Background: an optimization exercise with open tools, aiming at small area. Do not read the settings as production practice.
Function was checked by simulation only, so behaviour that the tests miss may differ from the original.
Power figures rest on the tool's default switching activity, not on a simulated workload.

==> flow/design.v <==
module counters
(
  input wire rst, clk, inc, hold,
  output wire [29:0] disp
);
reg [29:0] c;    
reg [29:0] d;
wire [29:0] n;
wire [8:0] i;
assign i[0] = inc;
localparam [8*5-1:0] LSB = {5'd26, 5'd22, 5'd19, 5'd15, 5'd12, 5'd8, 5'd4, 5'd0};
genvar k;
generate for (k = 0; k < 8; k = k + 1) begin : g
  localparam integer L = LSB[k*5 +: 5];
  if (k == 3 || k == 5) begin : six
    wire [2:0] b = c[L +: 3];
    wire a = i[k] & b[0];
    assign n[L]   = b[0] ^ i[k];
    assign n[L+1] = b[1] ^ (a & ~b[2]);
    assign n[L+2] = b[2] ^ (a & (b[2] | b[1]));
    assign i[k+1] = a & b[2];
  end else begin : ten
    wire [3:0] b = c[L +: 4];
    wire a = i[k] & b[0];
    assign n[L]   = b[0] ^ i[k];
    assign n[L+1] = b[1] ^ (a & ~b[3]);
    assign n[L+2] = b[2] ^ (a & b[1]);
    assign n[L+3] = b[3] ^ (a & (b[3] | (b[2] & b[1])));
    assign i[k+1] = a & b[3];
  end
end endgenerate
always @(posedge clk or posedge rst)
  if (rst) c <= 30'd0;
  else     c <= n;
always @(posedge clk)
  if (!hold) d <= c;
assign disp = d;
endmodule
module dcm
(
  input wire rst, clk,
  output wire tick_next, tick_500ms, tick_scan
);
reg [1:0] j;    
reg h;          
reg [4:0] q;    
reg [1:0] m;    
always @(posedge clk or posedge rst) begin
  if (rst) begin
    j <= 2'b00;
    h <= 1'b0;
    q <= 5'b11111;
    m <= 2'b00;
  end else begin
    j <= {j[0], ~j[1]};
    h <= h ^ (j[1] & ~j[0]);
    q <= {q[3:0], (q[4] ^ q[2]) | (q[3] & ~q[2] & q[0])};
    m <= {m[0], ~(m[0] | m[1])};
  end
end
assign tick_next  = ~j[1] & ~j[0];
assign tick_500ms = ~h & j[1] & ~j[0] & ~q[4] & q[3] & q[1] & q[0];
assign tick_scan  = m[1] & ~(j[1] ^ j[0]);
endmodule
module dspl_drv_NexysA7
(
  input clock, reset, tick, light,
  input [29:0] digits,
  output [7:0] an, dec_cat
);
  reg [2:0] s;
  reg [3:0] x;
  reg lit;
  wire [7:0] oh;
  genvar i;
  generate for (i = 0; i < 8; i = i + 1) begin : g_oh
    assign oh[i] = (s == i);
  end endgenerate
  wire [3:0] dig = ({4{oh[0]}} & digits[3:0])  | ({4{oh[1]}} & digits[7:4]) |
                   ({4{oh[2]}} & digits[11:8]) | ({4{oh[3]}} & {1'b0, digits[14:12]}) |
                   ({4{oh[4]}} & digits[18:15]) | ({4{oh[5]}} & {1'b0, digits[21:19]}) |
                   ({4{oh[6]}} & digits[25:22]) | ({4{oh[7]}} & digits[29:26]);
  always @(posedge clock or posedge reset) begin
    if (reset) begin
      s <= 3'd0;
      x <= 4'd0;
      lit <= 1'b0;
    end else if (tick) begin
      s <= s + 3'd1;
      x <= dig;
      lit <= light;
    end
  end
  generate for (i = 0; i < 8; i = i + 1) begin : g_an
    assign an[i] = ~(lit & oh[(i + 1) % 8]);
  end endgenerate
  wire sa = (~x[0] & ~x[1] & x[2]) | (x[0] & ~x[1] & ~x[2] & ~x[3]);
  wire sb = (x[0] & ~x[1] & x[2]) | (~x[0] & x[1] & x[2]);
  wire sc = ~x[0] & x[1] & ~x[2];
  wire sd = (~x[0] & ~x[1] & x[2]) | (x[0] & x[1] & x[2]) | (x[0] & ~x[1] & ~x[2] & ~x[3]);
  wire se = x[0] | (~x[1] & x[2]);
  wire sf = (x[1] & ~x[2]) | (x[0] & x[1]) | (x[0] & ~x[2] & ~x[3]);
  wire sg = (~x[1] & ~x[2] & ~x[3]) | (x[0] & x[1] & x[2]);
  assign dec_cat = {sa, sb, sc, sd, se, sf, sg, 1'b1};
endmodule
module dm
(
    input wire rst, clk, tick_500ms, splitcheck,
    output wire hold_next, light
);
reg splitswitch, lightswitch;
always @(posedge clk or posedge rst) begin
  if (rst)
    splitswitch <= 1'b0;
  else
    splitswitch <= splitswitch ^ splitcheck;
end
always @(posedge clk or posedge rst) begin
  if (rst)
    lightswitch <= 1'b1;
  else if (tick_500ms)
    lightswitch <= ~splitswitch | ~lightswitch;
end
assign hold_next = splitswitch ^ splitcheck;
assign light = lightswitch;
endmodule
module edge_detector_sintese
(
  input clk, rst, din,
  output rising   
);
  reg [4:0] s;
  wire [4:0] n;
  always @(posedge clk or posedge rst)
    if (rst) s <= 5'd0;
    else     s <= n;
  wire z    = ~(s[1] | s[2] | s[3] | s[4]);
  wire wait_ = z & ~s[0];
  wire last = &s;
  wire clr  = last & ~din;
  wire g    = ~((s[1] & ~s[2] & ~s[4]) | (~s[1] & s[3] & s[4]) | (s[2] & ~s[3] & ~s[4]));
  assign n[0]   = (wait_ | last) ? din : g;
  assign n[4:1] = s[3:0] & ~{4{clr}};
  assign rising = z & s[0];
endmodule
module top
(
    input wire clk, rst, start, stop, split,
    output wire [7:0] an, dec_ddp
);
wire start_ed, stop_ed, split_ed;
wire tick_next, tick_500ms, tick_scan;
wire hold_next, light;
wire [29:0] disp;
edge_detector_sintese ed_start (.clk(clk), .rst(rst), .din(start), .rising(start_ed));
edge_detector_sintese ed_stop  (.clk(clk), .rst(rst), .din(stop),  .rising(stop_ed));
edge_detector_sintese ed_split (.clk(clk), .rst(rst), .din(split), .rising(split_ed));
dcm dcm (.rst(rst), .clk(clk), .tick_next(tick_next), .tick_500ms(tick_500ms), .tick_scan(tick_scan));
reg on, in_split;
always @(posedge clk or posedge rst) begin
    if (rst) begin
        on <= 1'b0;
        in_split <= 1'b0;
    end else begin
        on <= on ? (in_split | ~stop_ed) : start_ed;
        in_split <= on & split_ed;
    end
end
counters counters (.rst(rst), .clk(clk), .inc(tick_next & on), .hold(hold_next), .disp(disp));
dm dm (.rst(rst), .clk(clk), .tick_500ms(tick_500ms), .splitcheck(split_ed),
       .hold_next(hold_next), .light(light));
dspl_drv_NexysA7 driver (.clock(clk), .reset(rst), .tick(tick_scan), .light(light),
                         .digits(disp), .an(an), .dec_cat(dec_ddp));
endmodule
Settings: LEC_CHECK=0, CAP_MARGIN=20, CORE_MARGIN=2, CORE_UTILIZATION=40, SLEW_MARGIN=20; clock period 10.0 ns.
standard.sh (not shown) runs the stock make flow with config.mk's settings and CLKGATE_MAP_FILE= SYNTH_SCRIPT=/design/flow/synth_recipe.tcl, a recipe that flattens the netlist after the stock synthesis.
==> flow/flow/run.sh <==
#!/bin/bash
set -e
bash standard.sh "BUFFER_PORTS_ARGS=-buffer_cell sky130_fd_sc_hd__buf_1" "CTS_ARGS=-sink_clustering_enable -repair_clock_nets -buf_list sky130_fd_sc_hd__clkbuf_8 -dont_use_dummy_load" finish > flow.log 2>&1
Then changed:
--- a/flow/design.v
+++ b/flow/design.v
@@ -27,11 +27,11 @@
     assign n[L+2] = b[2] ^ (a & b[1]);
     assign n[L+3] = b[3] ^ (a & (b[3] | (b[2] & b[1])));
     assign i[k+1] = a & b[3];
   end
 end endgenerate
-always @(posedge clk or posedge rst)
+always @(posedge clk)
   if (rst) c <= 30'd0;
   else     c <= n;
 always @(posedge clk)
   if (!hold) d <= c;
 assign disp = d;
@@ -41,22 +41,27 @@
   input wire rst, clk,
   output wire tick_next, tick_500ms, tick_scan
 );
 reg [1:0] j;    
 reg h;          
-reg [4:0] q;    
+reg [4:0] qn;   
 reg [1:0] m;    
+wire [4:0] q = ~qn;
 always @(posedge clk or posedge rst) begin
+  if (rst)
+    qn <= 5'b00000;
+  else
+    qn <= ~{q[3:0], (q[4] ^ q[2]) | (q[3] & ~q[2] & q[0])};
+end
+always @(posedge clk) begin
   if (rst) begin
     j <= 2'b00;
     h <= 1'b0;
-    q <= 5'b11111;
     m <= 2'b00;
   end else begin
     j <= {j[0], ~j[1]};
     h <= h ^ (j[1] & ~j[0]);
-    q <= {q[3:0], (q[4] ^ q[2]) | (q[3] & ~q[2] & q[0])};
     m <= {m[0], ~(m[0] | m[1])};
   end
 end
 assign tick_next  = ~j[1] & ~j[0];
 assign tick_500ms = ~h & j[1] & ~j[0] & ~q[4] & q[3] & q[1] & q[0];
@@ -80,18 +85,22 @@
                    ({4{oh[2]}} & digits[11:8]) | ({4{oh[3]}} & {1'b0, digits[14:12]}) |
                    ({4{oh[4]}} & digits[18:15]) | ({4{oh[5]}} & {1'b0, digits[21:19]}) |
                    ({4{oh[6]}} & digits[25:22]) | ({4{oh[7]}} & digits[29:26]);
   always @(posedge clock or posedge reset) begin
     if (reset) begin
-      s <= 3'd0;
       x <= 4'd0;
       lit <= 1'b0;
     end else if (tick) begin
-      s <= s + 3'd1;
       x <= dig;
       lit <= light;
     end
+  end
+  always @(posedge clock) begin
+    if (reset)
+      s <= 3'd0;
+    else if (tick)
+      s <= s + 3'd1;
   end
   generate for (i = 0; i < 8; i = i + 1) begin : g_an
     assign an[i] = ~(lit & oh[(i + 1) % 8]);
   end endgenerate
   wire sa = (~x[0] & ~x[1] & x[2]) | (x[0] & ~x[1] & ~x[2] & ~x[3]);
@@ -106,34 +115,34 @@
 module dm
 (
     input wire rst, clk, tick_500ms, splitcheck,
     output wire hold_next, light
 );
-reg splitswitch, lightswitch;
-always @(posedge clk or posedge rst) begin
+reg splitswitch, dark;    
+always @(posedge clk) begin
   if (rst)
     splitswitch <= 1'b0;
   else
     splitswitch <= splitswitch ^ splitcheck;
 end
-always @(posedge clk or posedge rst) begin
+always @(posedge clk) begin
   if (rst)
-    lightswitch <= 1'b1;
+    dark <= 1'b0;
   else if (tick_500ms)
-    lightswitch <= ~splitswitch | ~lightswitch;
+    dark <= splitswitch & ~dark;
 end
 assign hold_next = splitswitch ^ splitcheck;
-assign light = lightswitch;
+assign light = ~dark;
 endmodule
 module edge_detector_sintese
 (
   input clk, rst, din,
   output rising   
 );
   reg [4:0] s;
   wire [4:0] n;
-  always @(posedge clk or posedge rst)
+  always @(posedge clk)
     if (rst) s <= 5'd0;
     else     s <= n;
   wire z    = ~(s[1] | s[2] | s[3] | s[4]);
   wire wait_ = z & ~s[0];
   wire last = &s;
@@ -155,11 +164,11 @@
 edge_detector_sintese ed_start (.clk(clk), .rst(rst), .din(start), .rising(start_ed));
 edge_detector_sintese ed_stop  (.clk(clk), .rst(rst), .din(stop),  .rising(stop_ed));
 edge_detector_sintese ed_split (.clk(clk), .rst(rst), .din(split), .rising(split_ed));
 dcm dcm (.rst(rst), .clk(clk), .tick_next(tick_next), .tick_500ms(tick_500ms), .tick_scan(tick_scan));
 reg on, in_split;
-always @(posedge clk or posedge rst) begin
+always @(posedge clk) begin
     if (rst) begin
         on <= 1'b0;
         in_split <= 1'b0;
     end else begin
         on <= on ? (in_split | ~stop_ed) : start_ed;
After rerunning: Design area shrinks by a few percent; fmax falls by a few percent; via count is higher by a few percent; routed wire length went down slightly; non-clock buffer count goes down by 1; count of clock-buffer cells in the layout does not change; sequential power shrinks by about a fifth; die area went down by a few percent; synthesized area is lower by a few percent; global-route usage came out higher by 0.80 points; worst setup slack is worse by 0.13 ns; worst hold slack improved by 0.020 ns.

## re-timing with driven ports
How much do the figures lean on ideal ports? The routed layouts below were timed once more, with nothing changed but the port constraints. Step 1, drivers: a clkbuf_16 drives clk and a buf_2 each remaining input, both assumed. Step 2 times the ports against the registers' clock, not the clock port: input delays grow and output delays shrink by t, the midpoint of the rising clock arrivals with the driver on. Three values: no drivers, after step 1, after step 2; two values: the first two.
| run | t, ns | slack for setup (ns) | worst data-port slew with drivers (ns) | pins driven straight from the clock port |
|---|---|---|---|---|
| the first run | 0.376 | 6.012 / 6.012 / 6.012 | 0.03 | 1 |
| the second run | 0.376 | 5.886 / 5.886 / 5.886 | 0.03 | 1 |
After both steps setup and hold are still met in every run listed.
